What follows belongs to an exercise in optimizing a design on an open flow for small area and a short achievable clock period; a production flow would make more cautious choices.
The RTL was checked by simulation tests, not by an equivalence proof against the original design.
Power is estimated from default activity; no workload was simulated.

==> build 31 <==
==> flow/design.v <==
module rcore_iu_alu(
    clk,
    rst_n,
    idu_iu_pipe_sel,
    idu_iu_inst_opcode,
    idu_iu_inst_src0,
    idu_iu_inst_src1,
    idu_iu_inst_src2,
    idu_iu_inst_dstid,
    iu_rb_dstid,
    iu_rb_data_vld,
    iu_rb_data
);
input                       clk;
input                       rst_n;
input                       idu_iu_pipe_sel;
input           [7  :0]     idu_iu_inst_opcode;
input           [63 :0]     idu_iu_inst_src0;
input           [63 :0]     idu_iu_inst_src1;
input           [63 :0]     idu_iu_inst_src2;
input           [7  :0]     idu_iu_inst_dstid;
output          [7  :0]     iu_rb_dstid;
output          [63 :0]     iu_rb_data;
output                      iu_rb_data_vld;
reg                         result_data_vld_r;
reg             [7  :0]     inst_dstid_r;
reg             [63 :0]     result_sum_r;
reg                         result_w32_r;
wire            [3  :0]     op = idu_iu_inst_opcode[3:0];
wire                        op_sub = op[2] | (op[1] & op[0]);
wire                        op_w32 = ~op[0];
wire            [63 :0]     src1_inv = idu_iu_inst_src1 ^ {64{op_sub}};
wire            [63 :0]     sum      = idu_iu_inst_src0 + src1_inv + {63'b0, op_sub};
always @(posedge clk or negedge rst_n)
begin
    if (!rst_n)
        result_data_vld_r <= 1'b0;
    else
        result_data_vld_r <= idu_iu_pipe_sel;
end
always @(posedge clk)
begin
    inst_dstid_r[7:0]  <= idu_iu_inst_dstid[7:0];
    result_sum_r[63:0] <= sum[63:0];
    result_w32_r       <= op_w32;
end
assign iu_rb_data_vld    = result_data_vld_r;
assign iu_rb_dstid[7:0]  = inst_dstid_r[7:0];
assign iu_rb_data[31:0]  = result_sum_r[31:0];
assign iu_rb_data[63:32] = result_w32_r ? {32{result_sum_r[31]}} : result_sum_r[63:32];
endmodule
module rcore_iu_top(
    clk,
    rst_n,
    idu_iu_pipe_sel,
    idu_iu_inst_opcode,
    idu_iu_inst_src0,
    idu_iu_inst_src1,
    idu_iu_inst_src2,
    idu_iu_inst_dstid,
    iu_rb_dstid,
    iu_rb_data_vld,
    iu_rb_data
);
input                       clk;
input                       rst_n;
input           [4  :0]     idu_iu_pipe_sel;
input           [7  :0]     idu_iu_inst_opcode;
input           [63 :0]     idu_iu_inst_src0;
input           [63 :0]     idu_iu_inst_src1;
input           [63 :0]     idu_iu_inst_src2;
input           [7  :0]     idu_iu_inst_dstid;
output          [7  :0]     iu_rb_dstid;
output          [63 :0]     iu_rb_data;
output                      iu_rb_data_vld;
wire            [7  :0]     idu_iu_inst_opcode_w;
wire            [63 :0]     idu_iu_inst_src0_w;
wire            [63 :0]     idu_iu_inst_src1_w;
wire            [63 :0]     idu_iu_inst_src2_w;
wire            [7  :0]     idu_iu_inst_dstid_w;
wire                        idu_iu_pipe_sel_alu;
rcore_iu_alu x_rcore_iu_alu (
  .clk                      (clk),
  .rst_n                    (rst_n),
  .idu_iu_pipe_sel          (idu_iu_pipe_sel_alu),
  .idu_iu_inst_opcode       (idu_iu_inst_opcode_w),
  .idu_iu_inst_src0         (idu_iu_inst_src0_w),
  .idu_iu_inst_src1         (idu_iu_inst_src1_w),
  .idu_iu_inst_src2         (idu_iu_inst_src2_w),
  .idu_iu_inst_dstid        (idu_iu_inst_dstid_w),
  .iu_rb_dstid              (iu_rb_dstid),
  .iu_rb_data_vld           (iu_rb_data_vld),
  .iu_rb_data               (iu_rb_data)
);
assign idu_iu_inst_opcode_w[7:0] = idu_iu_inst_opcode[7:0];
assign idu_iu_inst_src0_w[63:0]  = idu_iu_inst_src0[63 :0];
assign idu_iu_inst_src1_w[63:0]  = idu_iu_inst_src1[63:0];
assign idu_iu_inst_src2_w[63:0]  = idu_iu_inst_src2[63:0];
assign idu_iu_inst_dstid_w[7:0]  = idu_iu_inst_dstid[7:0];
assign idu_iu_pipe_sel_alu       = idu_iu_pipe_sel[0];
endmodule
==> flow/flow/run.sh <==
#!/bin/bash
# The standard ORFS layout (standard.sh) with these changes:
#  - ports buffered by sky130_fd_sc_hd__buf_1 instead of the delay buffer buffer_ports picks;
#  - extra ORFS settings given on the make command line: ADDER_MAP_FILE= SETUP_SLACK_MARGIN=4.5
set -euo pipefail
export BUFFER_PORTS_ARGS="-buffer_cell sky130_fd_sc_hd__buf_1"
bash standard.sh ADDER_MAP_FILE= SETUP_SLACK_MARGIN=4.5 finish > standard.log 2>&1
==> flow/standard.sh <==
#!/bin/bash
# synth_recipe.tcl (not shown) runs the flow's synth.tcl, then flattens the netlist and writes it again
# the make line also repeats each setting of config.mk as NAME=value (left out here)
make -C /OpenROAD-flow-scripts/flow DESIGN_CONFIG=/design/flow/config.mk WORK_HOME=/design/flow/orfs CLKGATE_MAP_FILE= SYNTH_SCRIPT=/design/flow/synth_recipe.tcl "${@:-finish}"
==> flow/config.mk <==
export PLATFORM = sky130hd
export DESIGN_NAME = rcore_iu_top
export DESIGN_NICKNAME = rcore_iu_top
export VERILOG_FILES = /design/flow/design.v
export SDC_FILE = /design/flow/constraint.sdc
export NUM_CORES = 4
export LEC_CHECK = 0
export CAP_MARGIN = 20
export CORE_MARGIN = 2
export CORE_UTILIZATION = 40
export SLEW_MARGIN = 20
==> flow/constraint.sdc <==
create_clock -name core_clock -period 8.0 [get_ports {clk}]
set_input_delay 1.6000 -clock core_clock [delete_from_list [all_inputs] [get_ports {clk}]]
set_output_delay 1.6000 -clock core_clock [all_outputs]
set_load 0.01 [all_outputs]
==> inputs of build 35, as changes to build 31 <==
==> flow/run.sh (new file) <==
#!/bin/bash
# synth_recipe.tcl (not shown) runs the flow's synth.tcl, then flattens the netlist and writes it again
# the make line also repeats each setting of config.mk as NAME=value (left out here)
make -C /OpenROAD-flow-scripts/flow DESIGN_CONFIG=/design/flow/config.mk WORK_HOME=/design/flow/orfs CLKGATE_MAP_FILE= SYNTH_SCRIPT=/design/flow/synth_recipe.tcl finish
--- a/flow/config.mk
+++ b/flow/config.mk
@@ -8,4 +8,5 @@
 export CAP_MARGIN = 20
 export CORE_MARGIN = 2
 export CORE_UTILIZATION = 40
+export SETUP_SLACK_MARGIN = 4
 export SLEW_MARGIN = 20
removed: flow/flow/run.sh
removed: flow/standard.sh
==> inputs of trial 26, as changes to build 31 <==
==> flow/run.sh (new file) <==
#!/bin/bash
# synth_recipe.tcl (not shown) runs the flow's synth.tcl, then flattens the netlist and writes it again
# the make line also repeats each setting of config.mk as NAME=value (left out here)
make -C /OpenROAD-flow-scripts/flow DESIGN_CONFIG=/design/flow/config.mk WORK_HOME=/design/flow/orfs CLKGATE_MAP_FILE= SYNTH_SCRIPT=/design/flow/synth_recipe.tcl finish
removed: flow/flow/run.sh
removed: flow/standard.sh
==> comparison table <==
Outcome: trial 26 complete, no violations; build 35 complete, no violations; build 31 complete, no violations
Post-synth top area share: trial 26 0.2214; build 35 0.2214; build 31 0.1636
TAP cells: trial 26 216; build 35 216; build 31 335
Proportion of layout cells with a drive suffix above 1: trial 26 0.02985; build 35 0.2211; build 31 0.2633
Area Overhead vs Synth: trial 26 35.72%; build 35 61.48%; build 31 36.71%
Met3 wire len: trial 26 898 um; build 35 1463 um; build 31 1953 um
Total clock network power: trial 26 418 uW; build 35 395 uW; build 31 412 uW
Total Power: trial 26 1.973 mW; build 35 2.197 mW; build 31 2.291 mW
Fin Hold WS: trial 26 1404 ps; build 35 1390 ps; build 31 993.3 ps
Mux contribution to synthesized area: trial 26 0; build 35 0; build 31 0.01562
Share of cell area taken by multi-input logic gates: trial 26 0.5051; build 35 0.5166; build 31 0.6564
Met3 Resource Use GR: trial 26 0.03602; build 35 0.06245; build 31 0.02293
Worst setup path startpoint: trial 26 idu_iu_inst_opcode[0]; build 35 idu_iu_inst_src1[3]; build 31 idu_iu_inst_opcode[1]
Layout clock buffers: trial 26 11; build 35 12; build 31 9

## re-timing with driven ports
The results above use ideal ports. As a check the final layouts listed here were re-extracted and re-timed, cells and wires unchanged. Step 1: set_driving_cell puts a clkbuf_16 on clk and a buf_2 on each other input, an assumption about the parent block. Step 2 moves the port delays by t, midway between the first and last clock arrival at a register: inputs arrive t later, outputs are due t later. That takes back most of the time a late clock gives input paths. Three values: ideal ports, drivers, drivers and shift; two values: the first two.
| run | shift t [ns] | slack for setup (ns) | worst register clock-pin slew, ns | cell pins on the clock port's net |
|---|---|---|---|---|
| build 31 | 0.393 | 3.844 / 3.826 / 3.433 | 0.07 / 0.07 | 1 |
| build 35 | 0.388 | 3.723 / 3.727 / 3.339 | 0.06 / 0.06 | 1 |
| trial 26 | 0.379 | 2.223 / 2.236 / 1.858 | 0.07 / 0.07 | 1 |
After both steps setup and hold are still met in every run listed. For build 31, which loses most, drivers alone change the setup slack by -0.018 ns; drivers and shift together by -0.411 ns.
